This is an optimization exercise on Yosys and OpenROAD, whose aim is small area, not a production implementation. Function was checked by simulation only, so behaviour that the tests miss may differ from the original. Power is estimated from default activity; no workload was simulated.

$ cat design/flow/config.mk
export PLATFORM = sky130hd
export DESIGN_NAME = top_module
export DESIGN_NICKNAME = top_module
export VERILOG_FILES = /design/flow/design.v
export SDC_FILE = /design/flow/constraint.sdc
export NUM_CORES = 4
export LEC_CHECK = 0
export CAP_MARGIN = 20
export CORE_MARGIN = 2
export CORE_UTILIZATION = 40
export CTS_BUF_LIST = sky130_fd_sc_hd__clkbuf_8
export CTS_CLUSTER_DIAMETER = 500
export CTS_CLUSTER_SIZE = 100
export SLEW_MARGIN = 20
$ cat design/flow/constraint.sdc
create_clock -name core_clock -period 10.0 [get_ports {in_clk}]
set_input_delay 2.0000 -clock core_clock [delete_from_list [all_inputs] [get_ports {in_clk}]]
set_output_delay 2.0000 -clock core_clock [all_outputs]
set_load 0.01 [all_outputs]
$ cat design/flow/design.v
module top_module (
  in_clk, in_restart,
  in_inserted_5, in_inserted_1, in_inserted_05, in_inserted_025,
  in_sel_a, in_sel_b, in_sel_c, in_sel_d,
  in_next, in_finish,
  out_change,
  out_stock_a, out_stock_b, out_stock_c, out_stock_d,
  out_csel_a, out_csel_b, out_csel_c, out_csel_d,
  out_change_1, out_change_05, out_change_025,
  out_spit_a, out_spit_b, out_spit_c, out_spit_d,
  out_state, out_sol_ok
);
input wire in_clk;
input wire in_restart;
input wire in_inserted_5;
input wire in_inserted_1;
input wire in_inserted_05;
input wire in_inserted_025;
input wire in_sel_a;
input wire in_sel_b;
input wire in_sel_c;
input wire in_sel_d;
input wire in_next;
input wire in_finish;
output wire signed [15:0] out_change;
output wire out_stock_a;
output wire out_stock_b;
output wire out_stock_c;
output wire out_stock_d;
output wire out_csel_a;
output wire out_csel_b;
output wire out_csel_c;
output wire out_csel_d;
output wire [7:0] out_change_1;
output wire out_change_05;
output wire out_change_025;
output wire out_spit_a;
output wire out_spit_b;
output wire out_spit_c;
output wire out_spit_d;
output wire [1:0] out_state;
output wire out_sol_ok;
main_FSM main_FSM_dut (
  .in_clk (in_clk),
  .in_restart (in_restart),
  .in_next (in_next),
  .in_finish (in_finish),
  .out_state (out_state)
);
dp dp_dut (
  .in_clk (in_clk),
  .in_restart (in_restart),
  .in_state (out_state),
  .in_inserted_5 (in_inserted_5),
  .in_inserted_1 (in_inserted_1),
  .in_inserted_05 (in_inserted_05),
  .in_inserted_025 (in_inserted_025),
  .in_sel_a (in_sel_a),
  .in_sel_b (in_sel_b),
  .in_sel_c (in_sel_c),
  .in_sel_d (in_sel_d),
  .out_change (out_change),
  .out_stock_a (out_stock_a),
  .out_stock_b (out_stock_b),
  .out_stock_c (out_stock_c),
  .out_stock_d (out_stock_d),
  .out_csel_a (out_csel_a),
  .out_csel_b (out_csel_b),
  .out_csel_c (out_csel_c),
  .out_csel_d (out_csel_d),
  .out_change_1 (out_change_1),
  .out_change_05 (out_change_05),
  .out_change_025 (out_change_025),
  .out_spit_a (out_spit_a),
  .out_spit_b (out_spit_b),
  .out_spit_c (out_spit_c),
  .out_spit_d (out_spit_d),
  .out_sol_ok (out_sol_ok)
);
endmodule
module main_FSM (in_clk, in_restart, in_next, in_finish, out_state);
  input wire in_clk, in_restart, in_next, in_finish;
  output reg [1:0] out_state;
  wire st_start = ~out_state[1] & out_state[0];
  always @(posedge in_clk) begin
    out_state[0] <= ~(in_restart | (st_start & in_next));
    out_state[1] <= ~in_restart & st_start & (in_next | in_finish);
  end
endmodule
module dp (
  in_clk, in_restart, in_state,
  in_sel_a, in_sel_b, in_sel_c, in_sel_d,
  in_inserted_5, in_inserted_1, in_inserted_05, in_inserted_025,
  out_stock_a, out_stock_b, out_stock_c, out_stock_d,
  out_csel_a, out_csel_b, out_csel_c, out_csel_d,
  out_spit_a, out_spit_b, out_spit_c, out_spit_d,
  out_change, out_change_1, out_change_05, out_change_025, out_sol_ok
);
  input wire in_clk, in_restart;
  input wire [1:0] in_state;
  input wire in_sel_a, in_sel_b, in_sel_c, in_sel_d;
  input wire in_inserted_5, in_inserted_1, in_inserted_05, in_inserted_025;
  output wire out_stock_a, out_stock_b, out_stock_c, out_stock_d;
  output reg out_csel_a, out_csel_b, out_csel_c, out_csel_d;
  output reg out_spit_a, out_spit_b, out_spit_c, out_spit_d;
  output wire signed [15:0] out_change;
  output reg [7:0] out_change_1;
  output reg out_change_05, out_change_025;
  output wire out_sol_ok;
  wire idle   = ~in_state[1] & ~in_state[0];
  wire start  = ~in_state[1] &  in_state[0];
  wire sitem  =  in_state[1] & ~in_state[0];
  wire smoney =  in_state[1] &  in_state[0];
  reg       item_a;
  reg [2:0] item_b, item_c, item_d;
  reg [14:0] money;
  reg [7:0] dollar_1_num, dollar_05_num, dollar_025_num;
  assign out_stock_a = item_a;
  assign out_stock_b = item_b[2];
  assign out_stock_c = item_c[2];
  assign out_stock_d = item_d[2];
  wire [4:0] price = (out_csel_a ? 5'd7 : 5'd0) + (out_csel_b ? 5'd6 : 5'd0) +
                     (out_csel_c ? 5'd5 : 5'd0) + (out_csel_d ? 5'd4 : 5'd0);
  wire        borrow;
  wire [14:0] change;
  assign {borrow, change} = {1'b0, money} - {11'd0, price};
  assign out_change = {change, 1'b0};
  assign out_sol_ok = change[14] |
                      ((dollar_1_num >= change[9:2]) &
                       ((|dollar_05_num) | ~change[1]) &
                       ((|dollar_025_num) | ~change[0]));
  wire buy = in_state[1] & ~borrow & out_sol_ok;
  wire [9:0] pay = ~smoney ? 10'd0 :
                   buy ? (change[14] ? 10'd0 : change[9:0]) : money[9:0];
  wire [4:0] coins = {in_inserted_5, 1'b0, in_inserted_5, 2'b00} +
                     {2'b00, in_inserted_1, in_inserted_05, in_inserted_025};
  wire [4:0] coins_g = start ? coins : 5'd0;
  always @(posedge in_clk) begin
    if (in_restart)
      money <= {10'd0, price};
    else if (idle | smoney)
      money <= 15'd0;
    else if (sitem & buy)
      money <= change;
    else
      money <= money + {10'd0, coins_g};
    if (idle) begin
      dollar_1_num   <= 8'd2;
      dollar_05_num  <= 8'd2;
      dollar_025_num <= 8'd0;
    end else begin
      dollar_1_num   <= dollar_1_num + (start ? {7'd0, in_inserted_1} : ~{pay[9:2]}) + {7'd0, ~start};
      dollar_05_num  <= dollar_05_num + {{7{pay[1]}}, pay[1] | (start & in_inserted_05)};
      dollar_025_num <= dollar_025_num + {{7{pay[0]}}, pay[0] | (start & in_inserted_025)};
    end
    if (~in_restart) begin
      if (idle | smoney | buy) begin
        out_csel_a <= 1'b0; out_csel_b <= 1'b0; out_csel_c <= 1'b0; out_csel_d <= 1'b0;
      end else if (start) begin
        if (in_sel_a) out_csel_a <= out_stock_a & ~out_csel_a;
        if (in_sel_b) out_csel_b <= out_stock_b & ~out_csel_b;
        if (in_sel_c) out_csel_c <= out_stock_c & ~out_csel_c;
        if (in_sel_d) out_csel_d <= out_stock_d & ~out_csel_d;
      end
      out_spit_a <= buy & out_csel_a;
      out_spit_b <= buy & out_csel_b;
      out_spit_c <= buy & out_csel_c;
      out_spit_d <= buy & out_csel_d;
      if (idle) begin
        item_a <= 1'b1; item_b <= 3'b101; item_c <= 3'b101; item_d <= 3'b101;
      end else if (buy) begin
        if (out_csel_a) item_a <= 1'b0;
        if (out_csel_b) item_b <= {item_b[1] | item_b[0], item_b[0], item_b[0] & ~item_b[1]};
        if (out_csel_c) item_c <= {item_c[1] | item_c[0], item_c[0], item_c[0] & ~item_c[1]};
        if (out_csel_d) item_d <= {item_d[1] | item_d[0], item_d[0], item_d[0] & ~item_d[1]};
      end
      if (in_state[0])
        {out_change_1, out_change_05, out_change_025} <= pay;
    end
  end
endmodule
$ cat design/flow/run.sh
#!/bin/bash
# synth_recipe.tcl (not shown) runs the flow's synth.tcl, then flattens the netlist and writes it again
# the make line also repeats each setting of config.mk as NAME=value (left out here)
make -C /OpenROAD-flow-scripts/flow DESIGN_CONFIG=/design/flow/config.mk WORK_HOME=/design/flow/orfs CLKGATE_MAP_FILE= SYNTH_SCRIPT=/design/flow/synth_recipe.tcl finish
==> impl_metrics.csv, run 1 <==
group,metric,value,unit
run_status,status,"no timing/DRC/antenna violations",
sta,setup_viol,0,
clock_network,hold_buffers,0,
clock_network,cts_root_buf,"clkbuf_8",
worst_setup_path,cp-start-kind,"flip-flop",
power,leakage,2.38,nW
sta,fin_setup_tns,0,ps
sta,slew-limit-headroom,29.2,%
clock_network,cts-buffers-inserted,9,
worst_setup_path,cp.arrival,6010,ps
clock_network,clk_latency,370,ps
sta,drv_slew,0,
floorplanning,start_util,41.0,%
power,total_power,0.00142,W
worst_setup_path,path_cells,"inv_1, fa_1, inv_1, fa_1, ha_1, inv_1, fa_1, ha_1, a21o_1, nand2_1, nand2_1, nor2_1, xor2_1, inv_1, ha_1, nand2_1, o21ai_0, and2_1, a221oi_4, a21o_2, nand2_1, clkdlybuf4s50_1",
placed_design,dpl-instance-area,5580,sq um
floorplanning,coreArea,12100,sq um
placed_design,hpwl,9200,um
clock_network,clock_sinks,69,
synth,syn_nets,583,
synth,synth_seq_cells,69,
synth,synthTopCellsByArea,"edfxtp_1 17%, dfxtp_1 17%, ha_1 11%, fa_1 3.6%, xnor2_1 3.5%",
placed_design,numPortBuffers,51,
floorplanning,io_pins,53,
grt,first_global_vias,3831,
routing,via_count,3891,
worst_setup_path,crit_type,"reg -> out",
synth,yosysTopAreaCellShare,17.0,%
power,p_per_area,245,nW/um^2
routing,wl_per_cell,16.3,um
synth,yosysMostFrequentCell,"ha_1",
worst_setup_path,worstPathRequired,8000,ps
flow_run,drv_cap,0,
synth,ys_top_cells_by_count,"45 x ha_1, 44 x nor2_1, 41 x dfxtp_1",
floorplanning,std_cell_rows,40,
synth,synth_warnings,2,
grt,grt_first_pass_wirelength,19600,um
layout,diodes,0,
worst_setup_path,crit_fanout,6,
layout,syn2layout_area_growth,16.8,%
synth,synth_edf_count,28,
grt,grt_usage,19.1,%
placed_design,place.gp.congestion,0.871,
grt,grt-ovfl-total,0,
hold_path,hp-class,"reg -> reg",
sta,skew,10.9,ps
layout,design_area,5780,sq um
sta,tightest_slew,1060,ps
floorplanning,die_y,115,um
sta,rsz0062_at_grt,"false",
sta,timing.final.crit_share,80.1,%
grt,antenna_found_initial,0,
clock_network,cts_tree,"yes",
routing,first_pass_iters,4,
clock_network,clock_path_buffers,2,
routing,routed_wl,12000,um
floorplanning,die_width,115,um
sta,hold_viol,0,
grt,grt_max_degree,47,
synth,avgSynthCellArea,9.56,sq um
synth,yosysSeqAreaShare,33.6,%
power,ir_drop,0.0886,mV
worst_setup_path,crit_path_top_delay_cell,"fa_1",
routing,via_per_inst,5.29,
routing,drc_errors,0,
synth,synthFlopType,"dfxtp_1",
layout,seqCellArea,1660,sq um
clock_network,clk_pin_slew,80,ps
synth,synthCells,517,
sta,max_freq,125,MHz
layout,multi_input_area,3030,sq um
worst_setup_path,cpPeakStageDelay,540,ps
layout,final_nets,629,
synth,synth.distinct_cells,80,
worst_setup_path,critPathCaptureType,"output pin",
synth,netlist_area,4940,sq um
clock_network,post-cts-setup-buffers,0,
sta,period_minus_slack,8010,ps
routing,first_iter_violations,224,
clock_network,cts_resized,0,
synth,yosysTopAreaCell,"edfxtp_1",
synth,synthArstFlopShare,0,%
layout,drive_above_1_share,10.4,%
floorplanning,dieArea,13300,sq um
layout,fill_cells,1162,
routing,drtAntennaViolNets,0,
clock_network,cts_max_level,3,
final cells by class:
cell class	count	area share, %
clock inverters	7	1.28
inverters	38	2.56
flip-flops and latches	69	28.8
repair buffers	53	9.10
clock buffers	9	2.14
well taps	168	3.64
multi-input cells	392	52.5
critical path, delay by kind of cell, from the launching register on:
| family | cells | cell delay, ps |
|---|---|---|
| AOI/OAI and AO/OA | 4 | 980 |
| buffers and inverters | 5 | 800 |
| adders and majority gates | 6 | 2310 |
| DFF | 1 | 400 |
| and+or+nand+nor | 6 | 790 |
| xor gates and xnor gates | 1 | 340 |
flip-flops by register name, indices dropped and copies added (netlist names):
register	flops
dp_dut.money	15
dp_dut.dollar_025_num	8
dp_dut.dollar_05_num	8
dp_dut.dollar_1_num	8
dp_dut.out_change_1	8
dp_dut.item_b	3
dp_dut.item_c	3
dp_dut.item_d	3
main_FSM_dut.out_state	2
dp_dut.item_a	1
dp_dut.out_change_025	1
dp_dut.out_change_05	1
dp_dut.out_csel_a	1
dp_dut.out_csel_b	1
dp_dut.out_csel_c	1
dp_dut.out_csel_d	1
dp_dut.out_spit_a	1
dp_dut.out_spit_b	1
dp_dut.out_spit_c	1
dp_dut.out_spit_d	1
routing by layer:
layer  up-vias  global-route usage, %  part of all wire [%]
met5         -                      0                     0
met4         0                   8.43                   1.8
met3        14                   2.79                   3.8
met2        73                   29.8                    46
met1      1872                   26.3                    49
li1       1932                      -                     -
layout by cell type, fill, tap and decap left out, drive strengths merged, types with 5 or more instances in the layout:
cell type and n:
nand2b 6, o21ai 17, nor3 19, and2 15
o21a 12, clkbuf 9, a21o 18, a21oi 29
clkdlybuf4s50 51, xnor2 22, nor2 48, a211oi 5
ha 45, dfxtp 41, clkinv 6, nor2b 15
nor4 5, mux2i 8, edfxtp 28, and3 8
nand3 7, or2 5, fa 9, inv 37
or3 6, o21bai 6, nand2 28, xor2 13
report_power, final:
| group | internal, W | switching (W) | total (W) |
|---|---|---|---|
| Sequential | 0.000328 | 0.0000327 | 0.000361 |
| Combinational | 0.000365 | 0.000452 | 0.000817 |
| Clock | 0.000116 | 0.000121 | 0.000237 |
final timing paths:
check                          from                       to  slack, ps  cells past startpoint
hold / removal     dp_dut.item_b[1]         dp_dut.item_b[2]        540                      1
setup reg to reg  dp_dut.out_csel_b  dp_dut.dollar_05_num[7]       2190                     33
hold reg to reg    dp_dut.item_b[1]         dp_dut.item_b[2]        540                      1
setup / recovery  dp_dut.out_csel_b               out_sol_ok       1990                     22
metrics by stage:
step	hold slack, ps	cells	worst slack (ps)	util, %
after detailed placement	527	720	2150	46.3
final	545	736	1990	47.9
after floorplan	503	517	2840	-
after CTS	549	736	1930	47.9
after global placement	513	720	2430	46.3
after global routing	588	736	1550	47.9
kinds of logic (layout without fill, tap and decap cells):
| group | count (synthesis) | in the layout | share of synthesized area (%) |
|---|---|---|---|
| compound gates | 117 | 117 | 17.9 |
| other cells | 1 | 1 | 0.0758 |
| simple gates | 177 | 177 | 20.2 |
| buf+inv | 56 | 107 | 5.04 |
| flops | 69 | 69 | 33.6 |
| mux | 8 | 8 | 1.62 |
| fa+ha+maj | 54 | 54 | 15.0 |
| xor+xnor | 35 | 35 | 6.50 |
==> run 2, diff against run 1 <==
--- a/design/flow/config.mk
+++ b/design/flow/config.mk
@@ -7,8 +7,8 @@
 export LEC_CHECK = 0
 export CAP_MARGIN = 20
 export CORE_MARGIN = 2
-export CORE_UTILIZATION = 40
-export CTS_BUF_LIST = sky130_fd_sc_hd__clkbuf_8
+export CORE_UTILIZATION = 60
+export CTS_BUF_LIST = sky130_fd_sc_hd__clkbuf_16
 export CTS_CLUSTER_DIAMETER = 500
 export CTS_CLUSTER_SIZE = 100
 export SLEW_MARGIN = 20
==> impl_metrics.csv, run 2 <==
group,metric,value,unit
grt,grt_usage,27.2,%
floorplanning,coreArea,8090,sq um
routing,routed_wl,11600,um
sta,rsz0062_at_grt,"false",
floorplanning,die_width,94.8,um
routing,drc_errors,0,
floorplanning,start_util,61.1,%
flow_run,drv_cap,0,
sta,setup_viol,0,
power,p_per_area,261,nW/um^2
clock_network,hold_buffers,0,
floorplanning,io_pins,53,
clock_network,cts_max_level,3,
grt,first_global_vias,3709,
clock_network,clk_latency,330,ps
power,total_power,0.00151,W
sta,period_minus_slack,7940,ps
placed_design,dpl-instance-area,5490,sq um
routing,first_pass_iters,4,
clock_network,post-cts-setup-buffers,0,
power,ir_drop,0.136,mV
synth,syn_nets,583,
sta,max_freq,126,MHz
clock_network,clock_path_buffers,2,
worst_setup_path,crit_fanout,6,
worst_setup_path,r2r_slack,2170,ps
synth,synthTopCellsByArea,"edfxtp_1 17%, dfxtp_1 17%, ha_1 11%, fa_1 3.6%, xnor2_1 3.5%",
layout,mostFrequentLayoutCells,"51 x clkdlybuf4s50_1, 45 x ha_1, 44 x nor2_1",
routing,drtAntennaViolNets,0,
worst_setup_path,rr_endpoint,"dp_dut.dollar_05_num[7]",
synth,synth_warnings,2,
routing,first_iter_violations,239,
synth,netlist_area,4940,sq um
synth,synthCells,517,
floorplanning,die_y,94.8,um
floorplanning,std_cell_rows,33,
placed_design,hpwl,8840,um
sta,skew,5.62,ps
grt,grt-ovfl-total,0,
placed_design,dp.cells,656,
clock_network,clock_sinks,69,
sta,slew-limit-headroom,27.8,%
worst_setup_path,ff2ff_path_depth,31,
synth,avgSynthCellArea,9.56,sq um
worst_setup_path,cp-start-kind,"flip-flop",
layout,largest_register_ffs,15,
hold_path,hp-class,"reg -> reg",
synth,synth_seq_cells,69,
routing,wl_per_cell,17.2,um
sta,tightest_slew,1080,ps
placed_design,place.gp.congestion,0.925,
synth,yosysTopAreaCell,"edfxtp_1",
worst_setup_path,worstReg2RegStart,"dp_dut.out_csel_b",
layout,diodes,0,
synth,ys_top_cells_by_count,"45 x ha_1, 44 x nor2_1, 41 x dfxtp_1",
synth,synth.distinct_cells,80,
worst_setup_path,cp-startpoint,"dp_dut.out_csel_b",
layout,drive_above_1_share,9.88,%
synth,yosysTopAreaCellShare,17.0,%
clock_network,cts-buffers-inserted,9,
worst_setup_path,worstPathRequired,8000,ps
grt,grt_first_pass_wirelength,18700,um
sta,fin_setup_tns,0,ps
grt,antenna_found_initial,0,
layout,regMostFlops,"dp_dut.money",
layout,layout_commonest_cell,"clkdlybuf4s50_1",
run_status,status,"no timing/DRC/antenna violations",
floorplanning,dieArea,8980,sq um
worst_setup_path,critPathCapture,"out_sol_ok",
worst_setup_path,crit_type,"reg -> out",
synth,synth_edf_count,28,
synth,synthFlopType,"dfxtp_1",
layout,final_util,71.8,%
worst_setup_path,critPathCaptureType,"output pin",
worst_setup_path,cp.arrival,5940,ps
layout,stdcell_count,672,
routing,via_count,3923,
sta,drv_slew,0,
clock_network,cts_resized,0,
layout,design_area,5810,sq um
clock_network,clk_pin_slew,60,ps
placed_design,numPortBuffers,51,
clock_network,cts_root_buf,"clkbuf_16",
sta,timing.final.crit_share,79.4,%
clock_network,cts_tree,"yes",
synth,yosysSeqAreaShare,33.6,%
routing,via_per_inst,5.84,
layout,final_nets,628,
synth,synthArstFlopShare,0,%
synth,yosysMostFrequentCell,"ha_1",
grt,grt_max_degree,47,
power,leakage,2.43,nW
sta,hold_viol,0,
layout,syn2layout_area_growth,17.5,%
run 2: cell families (layout without fill, tap and decap cells):
kind of cell,after synthesis,after routing,share of synthesized area [%]
other,1,1,0.0758
and+or+nand+nor,177,177,20.2
adders and majority gates,54,54,15.0
AOI/OAI and AO/OA,117,117,17.9
xor gates and xnor gates,35,35,6.50
muxes,8,8,1.62
DFF,69,69,33.6
buffers and inverters,56,106,5.04
run 2: final cells by class:
| type | count | area [sq um] |
|---|---|---|
| clock inverter | 7 | 91.3 |
| timing repair buffer | 52 | 518 |
| clock buffer | 9 | 225 |
| multi-input combinational | 392 | 3030 |
| fill | 646 | 2280 |
| inverter | 38 | 148 |
| sequential | 69 | 1660 |
| tap | 105 | 131 |
run 2: routing by layer:
metal | vias to the layer above | GRT usage (%) | wire, um
met5 | - | 0 | 0
met4 | 0 | 8.82 | 251
met3 | 20 | 4.71 | 660
met2 | 107 | 43.0 | 5500
met1 | 1870 | 38.0 | 5160
li1 | 1926 | - | -
run 2: where the power goes:
| group | total [W] | leakage [nW] | internal (W) | switching (W) |
|---|---|---|---|---|
| Sequential | 0.000361 | 0.602 | 0.000329 | 0.0000318 |
| Clock | 0.000340 | 0.151 | 0.000217 | 0.000123 |
| Combinational | 0.000813 | 1.68 | 0.000365 | 0.000448 |
run 2: worst min path at each step:
stage                startpoint  cells after the start  slack, ps          endpoint
2_1_floorplan  dp_dut.item_b[1]                      1        500  dp_dut.item_b[2]
3_3_place_gp   dp_dut.item_c[1]                      1        510  dp_dut.item_c[2]
3_5_place_dp   dp_dut.item_c[1]                      1        520  dp_dut.item_c[2]
4_1_cts        dp_dut.item_c[1]                      1        530  dp_dut.item_c[2]
5_1_grt        dp_dut.item_c[1]                      1        560  dp_dut.item_c[2]
6_report       dp_dut.item_c[1]                      1        530  dp_dut.item_c[2]
run 2: critical path, stage by stage (launching register included):
cell             delay [ps]
edfxtp_1                380
inv_1                    90
fa_1                    540
inv_1                    50
fa_1                    510
ha_1                    140
inv_1                    40
fa_1                    460
ha_1                    350
a21oi_1                 300
nor2_1                  130
nor3_1                  240
xnor2_1                 300
ha_1                    340
a21oi_1                 130
o21ai_0                 130
and2_1                  210
a221oi_4                420
a21o_2                  260
nand2_1                  90
clkdlybuf4s50_1         510
run 2: through the flow:
step | setup WS (ps) | hold WS, ps
final | 2060 | 531
after global routing | 1670 | 559
after CTS | 2060 | 533
after detailed placement | 2300 | 519
after global placement | 2470 | 512
after floorplan | 2840 | 503
==> run 3, diff against run 2 <==
==> design/flow/config.mk (replaced) <==
export PLATFORM = sky130hd
export DESIGN_NAME = top_module
export DESIGN_NICKNAME = top_module
export VERILOG_FILES = /design/flow/design.v
export SDC_FILE = /design/flow/constraint.sdc
export NUM_CORES = 4
export LEC_CHECK = 0
export CAP_MARGIN = 20
export CORE_MARGIN = 2
export CORE_UTILIZATION = 40
export SLEW_MARGIN = 20
==> impl_metrics.csv, run 3 <==
group,metric,value,unit
run_status,status,"no timing/DRC/antenna violations",
synth,synth_compound_area_share,17.9,%
worst_setup_path,path_cells,"inv_1, fa_1, inv_1, fa_1, ha_1, inv_1, fa_1, ha_1, a21o_1, nand2_1, nand2_1, nor2_1, xor2_1, inv_1, ha_1, nand2_1, o21ai_0, and2_1, a221oi_4, a21o_2, nand2_1, clkdlybuf4s50_1",
synth,synthCells,517,
routing,first_pass_iters,4,
layout,largest_register_ffs,15,
layout,final_util,48.7,%
routing,wl_per_cell,16.4,um
clock_network,cts_max_level,3,
routing,via_count,3901,
placed_design,numPortBuffers,51,
synth,synth_edf_count,28,
floorplanning,io_pins,53,
routing,via_per_inst,5.30,
layout,regMostFlops,"dp_dut.money",
routing,first_iter_violations,256,
synth,synth_seq_cells,69,
clock_network,clk_pin_slew,60,ps
sta,hold_viol,0,
clock_network,clock_path_buffers,2,
synth,synth.mux.area_fraction,1.62,%
worst_setup_path,crit_path_top_delay_cell,"fa_1",
clock_network,cts_resized,0,
power,p_int,0.000888,W
floorplanning,die_y,115,um
synth,syn_nets,583,
synth,synthAdderAreaFrac,15.0,%
power,p_per_area,256,nW/um^2
worst_setup_path,worstPathRequired,8000,ps
sta,timing.final.crit_share,79.9,%
layout,syn2layout_area_growth,18.9,%
synth,ys_top_cells_by_count,"45 x ha_1, 44 x nor2_1, 41 x dfxtp_1",
synth,synth_warnings,2,
placed_design,place_ws,2150,ps
grt,grt_usage,19.2,%
worst_setup_path,cpPeakStageDelay,540,ps
grt,first_global_vias,3826,
power,p_seq_share,24.0,%
synth,synthTopCellsByArea,"edfxtp_1 17%, dfxtp_1 17%, ha_1 11%, fa_1 3.6%, xnor2_1 3.5%",
clock_network,cts_tree,"yes",
clock_network,cts-buffers-inserted,9,
sta,setup_viol,0,
grt,grt_max_degree,47,
power,netSwitchingFraction,41.0,%
synth,synth_top_family_by_area,"simple AND/OR/NAND/NOR gates",
hold_path,hp-class,"reg -> reg",
sta,holdWs,537,ps
synth,synthFlopType,"dfxtp_1",
layout,layout_commonest_cell,"clkdlybuf4s50_1",
synth,synthSimpleGateAreaFrac,20.2,%
layout,mostFrequentLayoutCells,"51 x clkdlybuf4s50_1, 45 x ha_1, 44 x nor2_1",
sta,tightest_slew,1060,ps
sta,skew,10.1,ps
clock_network,cts_root_buf,"clkbuf_16",
layout,final_nets,629,
power,leakage,2.43,nW
synth,avgSynthCellArea,9.56,sq um
synth,synth.distinct_cells,80,
synth,synthXorXnorAreaFrac,6.50,%
synth,yosysSeqAreaShare,33.6,%
synth,yosysTopAreaCell,"edfxtp_1",
sta,fin_ws,2010,ps
placed_design,place.gp.congestion,0.871,
floorplanning,die_width,115,um
worst_setup_path,cp.arrival,5990,ps
grt,antenna_found_initial,0,
placed_design,hpwl,9200,um
routing,drc_errors,0,
layout,diodes,0,
power,total_power,0.00151,W
routing,routed_wl,12000,um
synth,yosysMostFrequentCell,"ha_1",
sta,max_freq,125,MHz
synth,synthArstFlopShare,0,%
synth,netlist_area,4940,sq um
worst_setup_path,cp-start-kind,"flip-flop",
power,ir_drop,0.0880,mV
sta,slew-limit-headroom,28.8,%
floorplanning,std_cell_rows,40,
worst_setup_path,critPathCaptureType,"output pin",
sta,drv_slew,0,
floorplanning,start_util,41.0,%
flow_run,drv_cap,0,
power,clkPwrFrac,21.7,%
clock_network,hold_buffers,0,
layout,drive_above_1_share,10.4,%
routing,drtAntennaViolNets,0,
clock_network,clk_latency,350,ps
synth,yosysTopAreaCellShare,17.0,%
sta,rsz0062_at_grt,"false",
floorplanning,coreArea,12100,sq um
clock_network,clock_sinks,69,
sta,fin_setup_tns,0,ps
grt,grt_first_pass_wirelength,19600,um
grt,grt-ovfl-total,0,
power,comb_power_share,54.3,%
floorplanning,dieArea,13300,sq um
sta,period_minus_slack,7990,ps
power,switching_power,0.000618,W
worst_setup_path,crit_type,"reg -> out",
worst_setup_path,crit_fanout,6,
clock_network,post-cts-setup-buffers,0,
-- run 3: cell counts after synthesis --
No cell type changed its count.
-- run 3: worst max-delay path, delay by kind of cell, from the launching register on --
family | cells | cell delay (ps)
flops | 1 | 390
simple gates | 6 | 800
fa+ha+maj | 6 | 2310
xor+xnor | 1 | 340
compound gates | 4 | 980
buf+inv | 5 | 800
-- run 3: final timing paths --
kind,cells past startpoint,startpoint,end,slack [ps]
setup / recovery,22,dp_dut.out_csel_b,out_sol_ok,2010
hold / removal,1,dp_dut.item_b[1],dp_dut.item_b[2],540
setup reg to reg,33,dp_dut.out_csel_b,dp_dut.dollar_05_num[7],2170
hold reg to reg,1,dp_dut.item_b[1],dp_dut.item_b[2],540
-- run 3: cell type report --
class,instances,area [sq um]
inverter,38,148
timing repair buffer,53,526
tap,168,210
clock buffer,9,225
multi-input combinational,392,3030
fill,1147,6180
sequential,69,1660
clock inverter,7,73.8
-- run 3: metal layers --
layer	up-vias	GRT usage, %	wire length (um)	share of wire [%]
met5	-	0	0	0
met2	89	29.7	5550	46
met4	0	7.87	202	1.7
met3	13	3.74	646	5.4
met1	1869	26.4	5640	47
li1	1930	-	-	-
-- run 3: power groups by stage --
stage | combinational [W] | clock, W | sequential (W)
CTS | 0.000822 | 0.000335 | 0.000362
detailed placement | 0.000816 | 0 | 0.000367
global route | 0.000903 | 0.000349 | 0.000366
global placement | 0.000802 | 0 | 0.000367
finish | 0.000817 | 0.000327 | 0.000361
floorplan | 0.000542 | 0 | 0.000358
-- run 3: cell families (layout without fill, tap and decap cells) --
kind of cell,Yosys count,after routing
xor gates and xnor gates,35,35
AOI/OAI and AO/OA,117,117
other,1,1
and+or+nand+nor,177,177
DFF,69,69
muxes,8,8
buffers and inverters,56,107
adders and majority gates,54,54
-- run 3: per-stage QoR --
stage,instances,area (sq um)
2_1_floorplan,517,4940
3_3_place_gp,720,5580
3_5_place_dp,720,5580
4_1_cts,736,5880
5_1_grt,736,5880
6_report,736,5880
==> run 4, diff against run 3 <==
--- a/design/flow/design.v
+++ b/design/flow/design.v
@@ -101,8 +101,8 @@
   input wire in_sel_a, in_sel_b, in_sel_c, in_sel_d;
   input wire in_inserted_5, in_inserted_1, in_inserted_05, in_inserted_025;
   output wire out_stock_a, out_stock_b, out_stock_c, out_stock_d;
-  output reg out_csel_a, out_csel_b, out_csel_c, out_csel_d;
-  output reg out_spit_a, out_spit_b, out_spit_c, out_spit_d;
+  output wire out_csel_a, out_csel_b, out_csel_c, out_csel_d;
+  output wire out_spit_a, out_spit_b, out_spit_c, out_spit_d;
   output wire signed [15:0] out_change;
   output reg [7:0] out_change_1;
   output reg out_change_05, out_change_025;
@@ -114,6 +114,11 @@
   reg       item_a;
   reg [2:0] item_b, item_c, item_d;
   reg [14:0] money;
+  reg [3:0] sel;
+  reg       bought;
+  assign {out_csel_a, out_csel_b, out_csel_c, out_csel_d} = sel & {4{~bought}};
+  assign {out_spit_a, out_spit_b, out_spit_c, out_spit_d} = sel & {4{bought}};
+  wire [3:0] in_sel = {in_sel_a, in_sel_b, in_sel_c, in_sel_d};
   reg [7:0] dollar_1_num, dollar_05_num, dollar_025_num;
   assign out_stock_a = item_a;
   assign out_stock_b = item_b[2];
@@ -154,18 +159,13 @@
       dollar_025_num <= dollar_025_num + {{7{pay[0]}}, pay[0] | (start & in_inserted_025)};
     end
     if (~in_restart) begin
-      if (idle | smoney | buy) begin
-        out_csel_a <= 1'b0; out_csel_b <= 1'b0; out_csel_c <= 1'b0; out_csel_d <= 1'b0;
+      bought <= buy;
+      if (idle | (smoney & ~buy)) begin
+        sel <= 4'd0;
       end else if (start) begin
-        if (in_sel_a) out_csel_a <= out_stock_a & ~out_csel_a;
-        if (in_sel_b) out_csel_b <= out_stock_b & ~out_csel_b;
-        if (in_sel_c) out_csel_c <= out_stock_c & ~out_csel_c;
-        if (in_sel_d) out_csel_d <= out_stock_d & ~out_csel_d;
+        sel <= ({out_csel_a, out_csel_b, out_csel_c, out_csel_d} ^ in_sel) &
+               (~in_sel | {out_stock_a, out_stock_b, out_stock_c, out_stock_d});
       end
-      out_spit_a <= buy & out_csel_a;
-      out_spit_b <= buy & out_csel_b;
-      out_spit_c <= buy & out_csel_c;
-      out_spit_d <= buy & out_csel_d;
       if (idle) begin
         item_a <= 1'b1; item_b <= 3'b101; item_c <= 3'b101; item_d <= 3'b101;
       end else if (buy) begin
--- a/design/flow/config.mk
+++ b/design/flow/config.mk
@@ -5,7 +5,9 @@
 export SDC_FILE = /design/flow/constraint.sdc
 export NUM_CORES = 4
 export LEC_CHECK = 0
+export ABC_AREA = 1
 export CAP_MARGIN = 20
 export CORE_MARGIN = 2
 export CORE_UTILIZATION = 40
+export CTS_BUF_LIST = sky130_fd_sc_hd__clkbuf_8
 export SLEW_MARGIN = 20
==> impl_metrics.csv, run 4 <==
group,metric,value,unit
clock_network,cts_max_level,3,
routing,first_iter_violations,188,
worst_setup_path,critPathCaptureType,"output pin",
floorplanning,die_y,111,um
hold_path,hp-class,"reg -> reg",
floorplanning,start_util,40.6,%
layout,fill_cells,1087,
grt,grt_first_pass_wirelength,18600,um
synth,yosysTopAreaCell,"dfxtp_1",
placed_design,place.gp.congestion,0.883,
worst_setup_path,cp-start-kind,"flip-flop",
worst_setup_path,crit_family,"adder cells",
sta,hold_viol,0,
floorplanning,io_pins,53,
grt,first_global_vias,3892,
clock_network,cts_tree,"yes",
floorplanning,dieArea,12300,sq um
layout,final_nets,707,
clock_network,clock_path_buffers,2,
worst_setup_path,worstPathRequired,8000,ps
worst_setup_path,crit_path_top_delay_cell,"clkdlybuf4s50_1",
routing,first_pass_iters,7,
power,leakage,2.67,nW
synth,avgSynthCellArea,7.79,sq um
synth,syn_nets,653,
grt,antenna_found_initial,0,
layout,diodes,0,
sta,slew-limit-headroom,35.5,%
clock_network,cts_resized,0,
worst_setup_path,crit_type,"reg -> out",
worst_setup_path,worstReg2RegStart,"dp_dut.bought",
clock_network,cts-buffers-inserted,9,
worst_setup_path,critPathCapture,"out_sol_ok",
floorplanning,coreArea,11300,sq um
placed_design,dpl-instance-area,5220,sq um
sta,max_freq,136,MHz
floorplanning,die_width,111,um
worst_setup_path,cp-startpoint,"dp_dut.bought",
routing,via_per_inst,5.00,
sta,period_minus_slack,7330,ps
worst_setup_path,r2r_slack,3050,ps
clock_network,clk_latency,350,ps
flow_run,drv_cap,0,
routing,drtAntennaViolNets,0,
layout,syn2layout_area_growth,19.4,%
synth,yosysSeqAreaShare,34.3,%
routing,routed_wl,11300,um
sta,timing.final.crit_share,73.3,%
placed_design,hpwl,8700,um
power,p_per_area,231,nW/um^2
synth,synthFlopType,"dfxtp_1",
synth,synthArstFlopShare,0,%
worst_setup_path,rr_endpoint,"dp_dut.dollar_1_num[7]",
synth,synthCells,587,
clock_network,hold_buffers,0,
synth,synth_seq_cells,66,
placed_design,numPortBuffers,51,
routing,drc_errors,0,
layout,drive_above_1_share,8.05,%
sta,rsz0062_at_grt,"false",
layout,regMostFlops,"dp_dut.money",
synth,synth.distinct_cells,42,
synth,synthTopCellsByArea,"dfxtp_1 18%, edfxtp_1 16%, ha_1 12%, inv_1 8.4%, nand2_1 8.0%",
worst_setup_path,path_cells,"inv_1, nand2_1, inv_1, fa_1, fa_1, ha_1, inv_1, fa_1, ha_1, a21o_1, a31oi_1, nor2_1, nor2_4, nand3_1, xor2_1, ha_1, nand2_1, inv_1, nand2_1, nand2_2, nand2_2, nand2_4, clkdlybuf4s50_1",
clock_network,clk_pin_slew,70,ps
run_status,status,"no timing/DRC/antenna violations",
synth,yosysMostFrequentCell,"inv_1",
grt,grt_max_degree,30,
synth,yosysTopAreaCellShare,17.9,%
clock_network,post-cts-setup-buffers,0,
synth,ys_top_cells_by_count,"102 x inv_1, 98 x nand2_1, 65 x nor2_1",
sta,skew,12.0,ps
routing,wl_per_cell,14.3,um
grt,grt_usage,18.8,%
grt,grt-ovfl-total,0,
synth,synth_edf_count,25,
layout,largest_register_ffs,15,
power,ir_drop,0.131,mV
worst_setup_path,cp.arrival,5330,ps
sta,setup_viol,0,
worst_setup_path,path_depth,23,
synth,netlist_area,4580,sq um
worst_setup_path,crit_fanout,5,
routing,via_count,3947,
floorplanning,std_cell_rows,39,
worst_setup_path,path_common_cell,"inv_1",
layout,design_area,5460,sq um
sta,tightest_slew,967,ps
clock_network,clock_sinks,66,
worst_setup_path,cpPeakStageDelay,550,ps
sta,drv_slew,0,
clock_network,cts_root_buf,"clkbuf_8",
worst_setup_path,worst-path-buf-inv,5,
sta,fin_setup_tns,0,ps
worst_setup_path,ff2ff_path_depth,39,
layout,mostFrequentLayoutCells,"103 x inv_1, 98 x nand2_1, 65 x nor2_1",
synth,synth_warnings,2,
layout,layout_commonest_cell,"inv_1",
run 4: worst min-delay path by stage:
stage | startpoint | endpoint | depth (start not counted)
after floorplan | dp_dut.item_b[1] | dp_dut.item_b[2] | 2
after detailed placement | dp_dut.item_c[1] | dp_dut.item_c[2] | 2
after global routing | dp_dut.item_c[1] | dp_dut.item_c[2] | 2
after CTS | dp_dut.item_b[0] | dp_dut.item_b[2] | 2
final | dp_dut.item_b[0] | dp_dut.item_b[2] | 2
after global placement | dp_dut.item_b[1] | dp_dut.item_b[2] | 2
run 4: cells by family (layout without fill, tap and decap cells):
kind of cell	count (synthesis)	after routing	synth area share (%)
and+or+nand+nor	231	231	23.3
buffers and inverters	117	176	10.0
AOI/OAI and AO/OA	98	98	12.2
DFF	66	66	34.3
adders and majority gates	54	54	16.2
xor gates and xnor gates	20	20	3.83
other	1	1	0.0820
run 4: through the flow:
stage               utilization [%]  setup WS (ps)  power, W  cells  hold WS, ps
floorplan                         -           3650  0.000751    587          494
detailed placement             46.3           3050  0.000983    773          513
global route                   48.5           2340   0.00136    789          573
CTS                            48.5           2670   0.00127    789          526
finish                         48.5           2670   0.00126    789          531
global placement               46.3           3160  0.000974    773          509
run 4: layout make-up:
class	count	area, sq um	share of cell area [%]
clock buffers	9	124	2.27
repair buffers	52	518	9.48
flip-flops and latches	66	1570	28.8
clock inverters	7	115	2.11
multi-input cells	404	2550	46.6
well taps	143	179	3.28
inverters	108	408	7.47
run 4: layer usage:
layer | vias to the layer above | GRT usage [%] | share of wire [%] | routed length, um
met1 | 1813 | 25.3 | 48 | 5440
met2 | 113 | 30.7 | 45 | 5110
met3 | 18 | 3.55 | 4.7 | 529
met4 | 0 | 5.75 | 1.6 | 178
met5 | - | 0 | 0 | 0
li1 | 2003 | - | - | -
run 4: report_power, final:
part	total [W]	internal (W)	switching [W]
combinational	0.000653	0.000273	0.000381
sequential	0.000331	0.000309	0.0000223
clock	0.000275	0.000166	0.000110
run 4: worst reg2reg max path, delay by kind of cell (launching register included):
family | cells | cell delay [ps]
adders and majority gates | 7 | 2560
and+or+nand+nor | 17 | 1530
AOI/OAI and AO/OA | 8 | 1490
buffers and inverters | 5 | 470
DFF | 1 | 460
xor gates and xnor gates | 2 | 360
==> run 5, diff against run 4 <==
==> design/flow/flow/run.sh (new file) <==
#!/bin/bash
# Own layout flow: the standard ORFS flow (standard.sh) with
#  - synthesis: the standard flow's script, but ABC maps with the area script in
#    flow/area.abc and Yosys's adder cells are not used (ADDER_MAP_FILE empty),
#    so ABC optimises the arithmetic too; registers are unchanged;
#  - port buffers of type buf_1;
#  - a clock tree of small clock buffers, without dummy loads.
set -euo pipefail
W=$PWD
{
  echo 'proc abc {args} {'
  echo '  set i [lsearch -exact $args -script]'
  echo '  if {$i >= 0} { lset args [expr {$i + 1}] $::env(AREA_ABC_SCRIPT) }'
  echo '  yosys abc {*}$args'
  echo '}'
  cat "$W/synth_recipe.tcl"
} > "$W/area_synth.tcl"
sed -e "s|SYNTH_SCRIPT=[^ ]*|SYNTH_SCRIPT=$W/area_synth.tcl ADDER_MAP_FILE=|" "$W/standard.sh" > "$W/area_standard.sh"
grep -q "area_synth.tcl ADDER_MAP_FILE=" "$W/area_standard.sh"
export AREA_ABC_SCRIPT="$W/flow/area.abc"
export BUFFER_PORTS_ARGS="-buffer_cell sky130_fd_sc_hd__buf_1"
export CTS_ARGS="-sink_clustering_enable -repair_clock_nets -buf_list sky130_fd_sc_hd__clkbuf_4 -dont_use_dummy_load"
bash "$W/area_standard.sh" > "$W/flow.log" 2>&1
==> design/flow/flow/area.abc (new file) <==
strash
&get -n
&deepsyn -T 20
&put
dch -f
&get -n
&nf -R 1000
&put
topo
==> design/flow/standard.sh (new file) <==
#!/bin/bash
# synth_recipe.tcl (not shown) runs the flow's synth.tcl, then flattens the netlist and writes it again
# the make line also repeats each setting of config.mk as NAME=value (left out here)
make -C /OpenROAD-flow-scripts/flow DESIGN_CONFIG=/design/flow/config.mk WORK_HOME=/design/flow/orfs CLKGATE_MAP_FILE= SYNTH_SCRIPT=/design/flow/synth_recipe.tcl "${@:-finish}"
==> design/flow/config.mk (replaced) <==
export PLATFORM = sky130hd
export DESIGN_NAME = top_module
export DESIGN_NICKNAME = top_module
export VERILOG_FILES = /design/flow/design.v
export SDC_FILE = /design/flow/constraint.sdc
export NUM_CORES = 4
export LEC_CHECK = 0
export CAP_MARGIN = 20
export CORE_MARGIN = 2
export CORE_UTILIZATION = 75
export SLEW_MARGIN = 20
removed: design/flow/run.sh
==> impl_metrics.csv, run 5 <==
group,metric,value,unit
run_status,status,"no timing/DRC/antenna violations",
sta,fin_setup_tns,0,ps
hold_path,min_from,"dp_dut.dollar_025_num[7]",
synth,synth_edf_count,25,
layout,largest_register_ffs,15,
floorplanning,die_width,73.9,um
grt,grt_usage,34.5,%
routing,routed_wl,8920,um
synth,synth.distinct_cells,40,
clock_network,cts_max_level,3,
clock_network,cts_root_buf,"clkbuf_4",
synth,synthXorXnorAreaFrac,10.0,%
routing,drc_errors,0,
placed_design,numPortBuffers,51,
worst_setup_path,rr_endpoint,"dp_dut.dollar_025_num[7]",
layout,final_util,85.4,%
layout,syn2layout_area_growth,10.1,%
synth,yosysTopAreaCellShare,22.4,%
sta,timing.final.crit_share,82.3,%
placed_design,hpwl,6450,um
grt,first_global_vias,3167,
sta,tightest_slew,744,ps
hold_path,hp-class,"reg -> reg",
worst_setup_path,crit_type,"reg -> reg",
synth,synthCells,443,
layout,layout_commonest_cell,"nand2_1",
worst_setup_path,worstReg2RegStart,"dp_dut.bought",
floorplanning,coreArea,4720,sq um
power,leakage,1.43,nW
routing,via_per_inst,6.06,
routing,drtAntennaViolNets,0,
flow_run,drv_cap,0,
synth,synth_warnings,2,
layout,mostFrequentLayoutCells,"54 x nand2_1, 53 x a21oi_1, 51 x buf_1",
grt,grt_max_degree,26,
clock_network,clock_path_buffers,2,
synth,synthSimpleGateAreaFrac,21.8,%
synth,syn_nets,455,
synth,synthArstFlopShare,0,%
routing,first_iter_violations,268,
layout,drive_above_1_share,2.96,%
synth,yosysSeqAreaShare,42.9,%
floorplanning,std_cell_rows,25,
hold_path,min_to,"dp_dut.dollar_025_num[7]",
worst_setup_path,worstPathRequired,10300,ps
sta,skew,17.0,ps
sta,setup_viol,0,
synth,avgSynthCellArea,8.27,sq um
routing,wl_per_cell,15.6,um
sta,slew-limit-headroom,50.2,%
clock_network,cts-buffers-inserted,9,
synth,yosysTopAreaCell,"dfxtp_1",
layout,diodes,0,
synth,netlist_area,3660,sq um
power,ir_drop,0.142,mV
clock_network,clk_pin_slew,90,ps
clock_network,cts_resized,0,
floorplanning,io_pins,53,
sta,period_minus_slack,8230,ps
clock_network,clk_latency,410,ps
clock_network,post-cts-setup-buffers,0,
worst_setup_path,ff2ff_path_depth,34,
worst_setup_path,crit_path_top_delay_cell,"nor2_1",
clock_network,clock_sinks,66,
layout,final_nets,520,
synth,yosysMostFrequentCell,"nand2_1",
synth,synth_compound_area_share,19.9,%
floorplanning,dieArea,5460,sq um
worst_setup_path,cpPeakStageDelay,620,ps
synth,synth_seq_cells,66,
sta,drv_slew,0,
clock_network,cts_tree,"yes",
synth,synth_top_family_by_area,"simple AND/OR/NAND/NOR gates",
power,p_per_area,189,nW/um^2
worst_setup_path,critPathCaptureType,"flip-flop",
layout,regMostFlops,"dp_dut.money",
floorplanning,die_y,73.9,um
synth,synthTopCellsByArea,"dfxtp_1 22%, edfxtp_1 20%, a21oi_1 7.2%, xnor2_1 6.5%, nand2_1 5.5%",
worst_setup_path,crit_fanout,16,
routing,first_pass_iters,7,
worst_setup_path,cp-start-kind,"flip-flop",
hold_path,hold_path_depth,1,
synth,synth.mux.area_fraction,0.273,%
worst_setup_path,cp.arrival,8540,ps
sta,hold_viol,0,
sta,max_freq,121,MHz
floorplanning,start_util,77.6,%
grt,grt_first_pass_wirelength,14300,um
grt,antenna_found_initial,0,
placed_design,place.gp.congestion,0.903,
routing,via_count,3475,
synth,ys_top_cells_by_count,"54 x nand2_1, 53 x a21oi_1, 43 x nor2_1",
sta,rsz0062_at_grt,"false",
worst_setup_path,r2r_slack,1770,ps
grt,grt-ovfl-total,0,
synth,synthFlopType,"dfxtp_1",
layout,fill_cells,296,
synth,synthAdderAreaFrac,1.91,%
clock_network,hold_buffers,0,
==> run 5: cell count changes after synthesis, sizes merged, moves of 9 or more <==
cell    previous run  this run
nand2b             0        10
clkinv             0        28
ha                45         0
nand3             34        18
xnor2              0        27
fa                 9         0
nand2            111        54
a21oi             42        53
inv              108         0
nor2              69        43
a21o               3        12
==> run 5: how the worst max path moves through the flow <==
stage                                     to  slack, ps          start  cells after the start
CTS                 dp_dut.dollar_025_num[7]       1530  dp_dut.bought                     34
global route         dp_dut.dollar_05_num[7]       1070  dp_dut.bought                     36
detailed placement  dp_dut.dollar_025_num[7]       1620  dp_dut.bought                     34
finish              dp_dut.dollar_025_num[7]       1770  dp_dut.bought                     34
floorplan           dp_dut.dollar_025_num[7]       2190  dp_dut.bought                     33
global placement    dp_dut.dollar_025_num[7]       2110  dp_dut.bought                     33
==> run 5: metrics by stage <==
| stage | power (W) | setup slack [ps] | hold WS, ps | area (sq um) | instances |
|---|---|---|---|---|---|
| floorplan | 0.000549 | 2190 | 464 | 3660 | 443 |
| global route | 0.000805 | 1070 | 533 | 4040 | 573 |
| global placement | 0.000622 | 2110 | 491 | 3960 | 564 |
| finish | 0.000761 | 1770 | 518 | 4040 | 573 |
| CTS | 0.000753 | 1530 | 518 | 4030 | 573 |
| detailed placement | 0.000633 | 1620 | 498 | 3960 | 564 |
==> run 5: logic make-up (layout without fill, tap and decap cells) <==
| logic type | after synthesis | after routing |
|---|---|---|
| buffers and inverters | 29 | 92 |
| other | 1 | 1 |
| flip-flops | 66 | 66 |
| multiplexers | 1 | 1 |
| adder cells (fa/ha/maj) | 7 | 7 |
| AO/OA/AOI/OAI | 125 | 125 |
| AND/OR/NAND/NOR | 172 | 172 |
| XOR/XNOR | 42 | 42 |
==> run 5: power breakdown <==
part | internal (W) | switching [W]
combinational | 0.000111 | 0.000194
sequential | 0.000306 | 0.0000252
clock | 0.0000417 | 0.0000829
==> run 5: metal layers <==
metal	up-vias	part of all wire [%]	track usage (%)	wire, um
met1	1563	42	47.6	3760
met3	28	9.6	5.90	852
met2	204	46	53.2	4090
met5	-	0	0	0
met4	0	2.4	15.2	216
li1	1680	-	-	-
==> run 5: area by class of cell <==
type | count | area [sq um] | share of cell area [%]
clock buffers | 9 | 67.6 | 1.67
inverters | 28 | 105 | 2.60
multi-input cells | 348 | 1990 | 49.2
flip-flops and latches | 66 | 1570 | 38.9
well taps | 67 | 83.8 | 2.08
repair buffers | 55 | 221 | 5.49
==> run 5: critical path: cells and delay by family, from the launching register on <==
kind                     cells  cell delay, ps
buffers and inverters        1             180
adder cells (fa/ha/maj)      4            1450
AO/OA/AOI/OAI               10            1600
AND/OR/NAND/NOR             19            4430
flip-flops                   1             460
==> run 6, diff against run 5 <==
--- a/design/flow/flow/run.sh
+++ b/design/flow/flow/run.sh
@@ -19,5 +19,5 @@
 grep -q "area_synth.tcl ADDER_MAP_FILE=" "$W/area_standard.sh"
 export AREA_ABC_SCRIPT="$W/flow/area.abc"
 export BUFFER_PORTS_ARGS="-buffer_cell sky130_fd_sc_hd__buf_1"
-export CTS_ARGS="-sink_clustering_enable -repair_clock_nets -buf_list sky130_fd_sc_hd__clkbuf_4 -dont_use_dummy_load"
+export CTS_ARGS="-sink_clustering_enable -repair_clock_nets -buf_list sky130_fd_sc_hd__clkbuf_8 -dont_use_dummy_load"
 bash "$W/area_standard.sh" > "$W/flow.log" 2>&1
--- a/design/flow/config.mk
+++ b/design/flow/config.mk
@@ -7,5 +7,5 @@
 export LEC_CHECK = 0
 export CAP_MARGIN = 20
 export CORE_MARGIN = 2
-export CORE_UTILIZATION = 75
+export CORE_UTILIZATION = 60
 export SLEW_MARGIN = 20
==> impl_metrics.csv, run 6 <==
group,metric,value,unit
run_status,status,"no timing/DRC/antenna violations",
grt,antenna_found_initial,0,
synth,ys_top_cells_by_count,"54 x nand2_1, 53 x a21oi_1, 43 x nor2_1",
routing,first_pass_iters,4,
synth,netlist_area,3660,sq um
sta,fin_setup_tns,0,ps
clock_network,hold_buffers,0,
power,p_seq_share,41.4,%
floorplanning,io_pins,53,
power,clkPwrFrac,21.0,%
floorplanning,dieArea,6750,sq um
hold_path,hp-class,"reg -> reg",
layout,design_area,4100,sq um
worst_setup_path,cp.arrival,8580,ps
worst_setup_path,worstPathRequired,10260,ps
clock_network,cts_max_level,3,
sta,hold_viol,0,
synth,yosysMostFrequentCell,"nand2_1",
placed_design,hpwl,6390,um
floorplanning,die_y,82.1,um
synth,avgSynthCellArea,8.27,sq um
clock_network,cts-buffers-inserted,9,
synth,synthTopCellsByArea,"dfxtp_1 22%, edfxtp_1 20%, a21oi_1 7.2%, xnor2_1 6.5%, nand2_1 5.5%",
placed_design,numPortBuffers,51,
grt,grt-ovfl-total,0,
clock_network,clk_latency,340,ps
clock_network,post-cts-setup-buffers,0,
grt,grt_usage,27.2,%
routing,via_per_inst,5.66,
sta,period_minus_slack,8310,ps
power,netSwitchingFraction,37.5,%
clock_network,clk_pin_slew,60,ps
worst_setup_path,crit_fanout,16,
sta,setup_viol,0,
clock_network,clock_sinks,66,
sta,slew-limit-headroom,52.4,%
worst_setup_path,critPathCaptureType,"flip-flop",
layout,final_util,69.2,%
flow_run,drv_cap,0,
worst_setup_path,crit_type,"reg -> reg",
synth,yosysSeqAreaShare,42.9,%
layout,largest_register_ffs,15,
power,switching_power,0.000299,W
synth,synth_warnings,2,
worst_setup_path,crit_path_top_delay_cell,"a32o_1",
grt,grt_max_degree,26,
worst_setup_path,cp-start-kind,"flip-flop",
sta,drv_slew,0,
synth,synth_seq_cells,66,
clock_network,cts_tree,"yes",
synth,yosysTopAreaCellShare,22.4,%
routing,routed_wl,8580,um
routing,drc_errors,0,
layout,syn2layout_area_growth,11.9,%
layout,diodes,0,
floorplanning,die_width,82.1,um
layout,regMostFlops,"dp_dut.money",
floorplanning,start_util,61.9,%
routing,first_iter_violations,158,
layout,stdcell_count,581,
power,total_power,0.000797,W
power,leakage,1.46,nW
sta,skew,18.1,ps
synth,syn_nets,455,
clock_network,cts_resized,0,
clock_network,clock_path_buffers,2,
synth,synthFlopType,"dfxtp_1",
power,p_int,0.000498,W
floorplanning,std_cell_rows,28,
synth,synthArstFlopShare,0,%
synth,synthCells,443,
power,comb_power_share,37.6,%
sta,rsz0062_at_grt,"false",
sta,timing.final.crit_share,83.1,%
synth,synth.distinct_cells,40,
sta,tightest_slew,712,ps
placed_design,place.gp.congestion,0.887,
layout,final_nets,520,
layout,layout_commonest_cell,"nand2_1",
sta,max_freq,120,MHz
grt,first_global_vias,3033,
synth,synth_edf_count,25,
placed_design,dp.cells,572,
routing,via_count,3289,
routing,drtAntennaViolNets,0,
routing,wl_per_cell,14.8,um
layout,mostFrequentLayoutCells,"54 x nand2_1, 53 x a21oi_1, 51 x buf_1",
grt,grt_first_pass_wirelength,13800,um
power,ir_drop,0.113,mV
clock_network,cts_root_buf,"clkbuf_8",
placed_design,dpl-instance-area,3970,sq um
layout,drive_above_1_share,2.77,%
power,p_per_area,194,nW/um^2
synth,yosysTopAreaCell,"dfxtp_1",
worst_setup_path,cpPeakStageDelay,650,ps
floorplanning,coreArea,5920,sq um
run 6: cells by family (layout without fill, tap and decap cells):
family | Yosys count | after routing | share of synthesized area, %
AOI/OAI and AO/OA | 125 | 125 | 19.9
xor gates and xnor gates | 42 | 42 | 10.0
buffers and inverters | 29 | 92 | 3.07
and+or+nand+nor | 172 | 172 | 21.8
DFF | 66 | 66 | 42.9
other | 1 | 1 | 0.102
muxes | 1 | 1 | 0.273
adders and majority gates | 7 | 7 | 1.91
run 6: path summary, 6_finish.rpt:
path                              endpoint  cells after the start  slack (ps)                     start
setup / recovery   dp_dut.dollar_05_num[7]                     35        1690             dp_dut.bought
hold / removal    dp_dut.dollar_025_num[7]                      1         510  dp_dut.dollar_025_num[7]
setup reg to reg   dp_dut.dollar_05_num[7]                     35        1690             dp_dut.bought
hold reg to reg   dp_dut.dollar_025_num[7]                      1         510  dp_dut.dollar_025_num[7]
run 6: layout make-up:
type / instances / area, sq um
multi-input combinational: 348 / 1980
fill: 525 / 1820
sequential: 66 / 1570
timing repair buffer: 55 / 221
clock buffer: 9 / 124
inverter: 28 / 105
tap: 75 / 93.8
run 6: per-stage QoR:
stage	worst slack, ps	hold WS, ps
after global routing	902	544
after detailed placement	1580	498
after global placement	2040	485
final	1690	507
after CTS	1560	513
after floorplan	2190	464
run 6: routing by layer:
metal	part of all wire (%)	GRT usage, %	vias to the layer above
met2	48	47.4	86
met3	6.3	4.24	10
met5	0	0	-
met4	1.6	10.0	0
met1	44	33.9	1508
li1	-	-	1685
run 6: critical path: cells and delay by family (launching register included):
family                   cells  cell delay, ps
AND/OR/NAND/NOR             19            4240
buffers and inverters        1             190
flip-flops                   1             480
AO/OA/AOI/OAI               11            1880
adder cells (fa/ha/maj)      4            1430
run 6: power by group through the flow:
| stage | clock network [W] | logic [W] | registers, W |
|---|---|---|---|
| after floorplan | 0 | 0.000218 | 0.000331 |
| after global placement | 0 | 0.000292 | 0.000335 |
| after detailed placement | 0 | 0.000297 | 0.000336 |
| after CTS | 0.000171 | 0.000299 | 0.000330 |
| after global routing | 0.000179 | 0.000337 | 0.000334 |
| final | 0.000167 | 0.000299 | 0.000330 |
==> run 7, diff against run 6 <==
--- a/design/flow/design.v
+++ b/design/flow/design.v
@@ -129,8 +129,8 @@
   wire        borrow;
   wire [14:0] change;
   assign {borrow, change} = {1'b0, money} - {11'd0, price};
-  assign out_change = {change, 1'b0};
-  assign out_sol_ok = change[14] |
+  assign out_change = idle ? 16'd0 : {change, 1'b0};
+  assign out_sol_ok = idle | change[14] |
                       ((dollar_1_num >= change[9:2]) &
                        ((|dollar_05_num) | ~change[1]) &
                        ((|dollar_025_num) | ~change[0]));
@@ -141,9 +141,7 @@
                      {2'b00, in_inserted_1, in_inserted_05, in_inserted_025};
   wire [4:0] coins_g = start ? coins : 5'd0;
   always @(posedge in_clk) begin
-    if (in_restart)
-      money <= {10'd0, price};
-    else if (idle | smoney)
+    if (idle | smoney)
       money <= 15'd0;
     else if (sitem & buy)
       money <= change;
--- a/design/flow/flow/run.sh
+++ b/design/flow/flow/run.sh
@@ -19,5 +19,5 @@
 grep -q "area_synth.tcl ADDER_MAP_FILE=" "$W/area_standard.sh"
 export AREA_ABC_SCRIPT="$W/flow/area.abc"
 export BUFFER_PORTS_ARGS="-buffer_cell sky130_fd_sc_hd__buf_1"
-export CTS_ARGS="-sink_clustering_enable -repair_clock_nets -buf_list sky130_fd_sc_hd__clkbuf_8 -dont_use_dummy_load"
+export CTS_ARGS="-sink_clustering_enable -repair_clock_nets -buf_list sky130_fd_sc_hd__clkbuf_4 -dont_use_dummy_load"
 bash "$W/area_standard.sh" > "$W/flow.log" 2>&1
==> design/flow/flow/area.abc (replaced) <==
strash
&get -n
&deepsyn -T 60
&put
dch -f
&get -n
&nf -R 1000
&put
topo
--- a/design/flow/config.mk
+++ b/design/flow/config.mk
@@ -7,5 +7,5 @@
 export LEC_CHECK = 0
 export CAP_MARGIN = 20
 export CORE_MARGIN = 2
-export CORE_UTILIZATION = 60
+export CORE_UTILIZATION = 75
 export SLEW_MARGIN = 20
==> impl_metrics.csv, run 7 <==
group,metric,value,unit
worst_setup_path,cp-start-kind,"flip-flop",
synth,netlist_area,3590,sq um
placed_design,dp.cells,525,
routing,first_pass_iters,7,
sta,slew-limit-headroom,39.5,%
synth,ys_top_cells_by_count,"45 x nor2_1, 41 x dfxtp_1, 39 x nand2_1",
layout,mostFrequentLayoutCells,"51 x buf_1, 45 x nor2_1, 41 x dfxtp_1",
clock_network,clock_path_buffers,2,
grt,grt-ovfl-total,0,
layout,syn2layout_area_growth,9.09,%
synth,synth_edf_count,25,
layout,diodes,0,
synth,synth.distinct_cells,45,
worst_setup_path,worstPathRequired,10330,ps
clock_network,clock_sinks,66,
hold_path,hp-class,"reg -> reg",
sta,rsz0062_at_grt,"false",
synth,syn_nets,432,
routing,drtAntennaViolNets,0,
placed_design,hpwl,6030,um
worst_setup_path,cp.arrival,8700,ps
grt,grt_first_pass_wirelength,13900,um
power,leakage,1.45,nW
floorplanning,std_cell_rows,25,
worst_setup_path,crit_fanout,10,
layout,layout_commonest_cell,"buf_1",
power,comb_power_share,50.6,%
layout,regMostFlops,"dp_dut.money",
sta,tightest_slew,906,ps
run_status,status,"no timing/DRC/antenna violations",
sta,drv_slew,0,
power,ir_drop,0.142,mV
sta,fin_setup_tns,0,ps
synth,synthFlopType,"dfxtp_1",
routing,via_count,3333,
flow_run,drv_cap,0,
clock_network,clk_pin_slew,100,ps
synth,synthArstFlopShare,0,%
floorplanning,die_width,73.2,um
clock_network,post-cts-setup-buffers,0,
grt,grt_usage,33.8,%
placed_design,numPortBuffers,51,
synth,avgSynthCellArea,8.55,sq um
clock_network,cts_root_buf,"clkbuf_4",
sta,holdWs,470,ps
grt,grt_max_degree,28,
sta,period_minus_slack,8370,ps
worst_setup_path,crit_path_top_delay_cell,"edfxtp_1",
worst_setup_path,cpPeakStageDelay,480,ps
worst_setup_path,crit_family,"simple AND/OR/NAND/NOR gates",
layout,largest_register_ffs,15,
clock_network,cts_tree,"yes",
floorplanning,io_pins,53,
clock_network,cts_max_level,3,
floorplanning,coreArea,4660,sq um
layout,final_nets,494,
layout,final_util,84.1,%
power,p_per_area,258,nW/um^2
floorplanning,dieArea,5360,sq um
clock_network,cts-buffers-inserted,9,
placed_design,place_ws,1840,ps
sta,max_freq,119,MHz
sta,timing.final.crit_share,83.7,%
clock_network,hold_buffers,0,
power,clkPwrFrac,12.1,%
clock_network,cts_resized,0,
routing,first_iter_violations,333,
worst_setup_path,worst-path-buf-inv,2,
sta,fin_ws,1630,ps
worst_setup_path,critPathCaptureType,"flip-flop",
synth,yosysMostFrequentCell,"nor2_1",
placed_design,place.gp.congestion,0.906,
sta,hold_viol,0,
routing,drc_errors,0,
layout,stdcell_count,534,
worst_setup_path,crit_type,"reg -> reg",
layout,drive_above_1_share,2.08,%
floorplanning,die_y,73.2,um
synth,synth_warnings,2,
sta,setup_viol,0,
routing,wl_per_cell,15.7,um
sta,skew,25.9,ps
power,netSwitchingFraction,43.9,%
synth,yosysTopAreaCell,"dfxtp_1",
routing,routed_wl,8360,um
synth,synthTopCellsByArea,"dfxtp_1 23%, edfxtp_1 21%, xnor2_1 6.3%, nor2_1 4.7%, a21oi_1 4.5%",
synth,yosysSeqAreaShare,43.8,%
floorplanning,start_util,77.0,%
power,p_seq_share,37.3,%
grt,antenna_found_initial,0,
grt,first_global_vias,3145,
clock_network,clk_latency,410,ps
power,switching_power,0.000444,W
routing,via_per_inst,6.24,
power,p_int,0.000567,W
synth,synthCells,420,
synth,yosysTopAreaCellShare,22.9,%
synth,synth_seq_cells,66,
==> run 7: cell types whose count changed in the layout (fill, tap and decap cells not counted), sizes merged, moves of 5 or more <==
| cell | delta |
|---|---|
| nand2 | -15 |
| a21oi | -21 |
| and3 | +7 |
| o22ai | +13 |
| a21o | -8 |
| nand3 | -5 |
| o21a | +8 |
==> run 7: logic make-up after synthesis <==
family / count (synthesis) / share of synthesized area [%]
adder cells (fa/ha/maj): 3 / 0.836
flip-flops: 66 / 43.8
other: 1 / 0.104
AND/OR/NAND/NOR: 160 / 21.4
AO/OA/AOI/OAI: 119 / 20.4
buffers and inverters: 29 / 3.14
multiplexers: 4 / 1.12
XOR/XNOR: 38 / 9.27
==> run 7: final timing paths <==
kind                              endpoint  cells after the start  slack, ps                startpoint
setup / recovery    dp_dut.dollar_1_num[7]                     39       1630             dp_dut.sel[1]
setup reg to reg    dp_dut.dollar_1_num[7]                     39       1630             dp_dut.sel[1]
hold / removal    dp_dut.dollar_025_num[7]                      1        470  dp_dut.dollar_025_num[7]
hold reg to reg   dp_dut.dollar_025_num[7]                      1        470  dp_dut.dollar_025_num[7]
==> run 7: layer usage <==
| layer | up-vias | track usage, % | wire (um) |
|---|---|---|---|
| met1 | 1530 | 40.8 | 3390 |
| met5 | - | 0 | 0 |
| met2 | 146 | 55.5 | 4100 |
| li1 | 1619 | - | - |
| met4 | 0 | 21.6 | 306 |
| met3 | 38 | 5.94 | 559 |
==> run 7: final cells by class <==
class                   instances  area, sq um
well taps                      54         67.6
repair buffers                 52          199
inverters                      28          105
flip-flops and latches         66         1570
multi-input cells             325         1910
clock buffers                   9         67.6
fillers                       290          743
==> run 7: power by group through the flow <==
stage	Clock (W)	Combinational, W	Sequential, W
after floorplan	0	0.000389	0.000369
after global placement	0	0.000490	0.000378
after detailed placement	0	0.000504	0.000381
after CTS	0.000122	0.000507	0.000375
after global routing	0.000132	0.000568	0.000383
final	0.000122	0.000512	0.000378
==> run 7: through the flow <==
stage          power (W)  instance area (sq um)
2_1_floorplan   0.000758                   3590
3_3_place_gp    0.000868                   3850
3_5_place_dp    0.000885                   3850
4_1_cts          0.00100                   3920
5_1_grt          0.00108                   3920
6_report         0.00101                   3920

what the ideal ports hide:
The results above use ideal ports. As a check the final layouts listed here were re-extracted and re-timed, cells and wires unchanged.
Step 1 (the two cells are an assumption about what drives the block):
set clk [get_ports {in_clk}]
set_driving_cell -lib_cell sky130_fd_sc_hd__clkbuf_16 $clk
set_driving_cell -lib_cell sky130_fd_sc_hd__buf_2 [delete_from_list [all_inputs] $clk]
Step 2 also shifts input and output timing later by t, the mid clock arrival at the registers, as if the neighbouring blocks saw the same clock.
a / b / c = ideal ports / drivers / drivers and shift; a / b = the first two.
| run | t, ns | slack for setup (ns) | hold WS [ns] |
|---|---|---|---|
| run 1 | 0.402 | 1.992 / 1.959 / 2.190 | 0.545 / 0.545 / 0.545 |
| run 2 | 0.366 | 2.055 / 2.017 / 2.166 | 0.531 / 0.531 / 0.531 |
| run 3 | 0.386 | 2.010 / 1.973 / 2.169 | 0.537 / 0.537 / 0.537 |
| run 4 | 0.381 | 2.673 / 2.638 / 3.019 | 0.531 / 0.531 / 0.531 |
| run 5 | 0.435 | 1.766 / 1.766 / 1.766 | 0.518 / 0.518 / 0.518 |
| run 6 | 0.361 | 1.686 / 1.686 / 1.686 | 0.507 / 0.507 / 0.507 |
| run 7 | 0.430 | 1.629 / 1.629 / 1.629 | 0.470 / 0.470 / 0.470 |
After both steps every run listed still meets setup and hold.
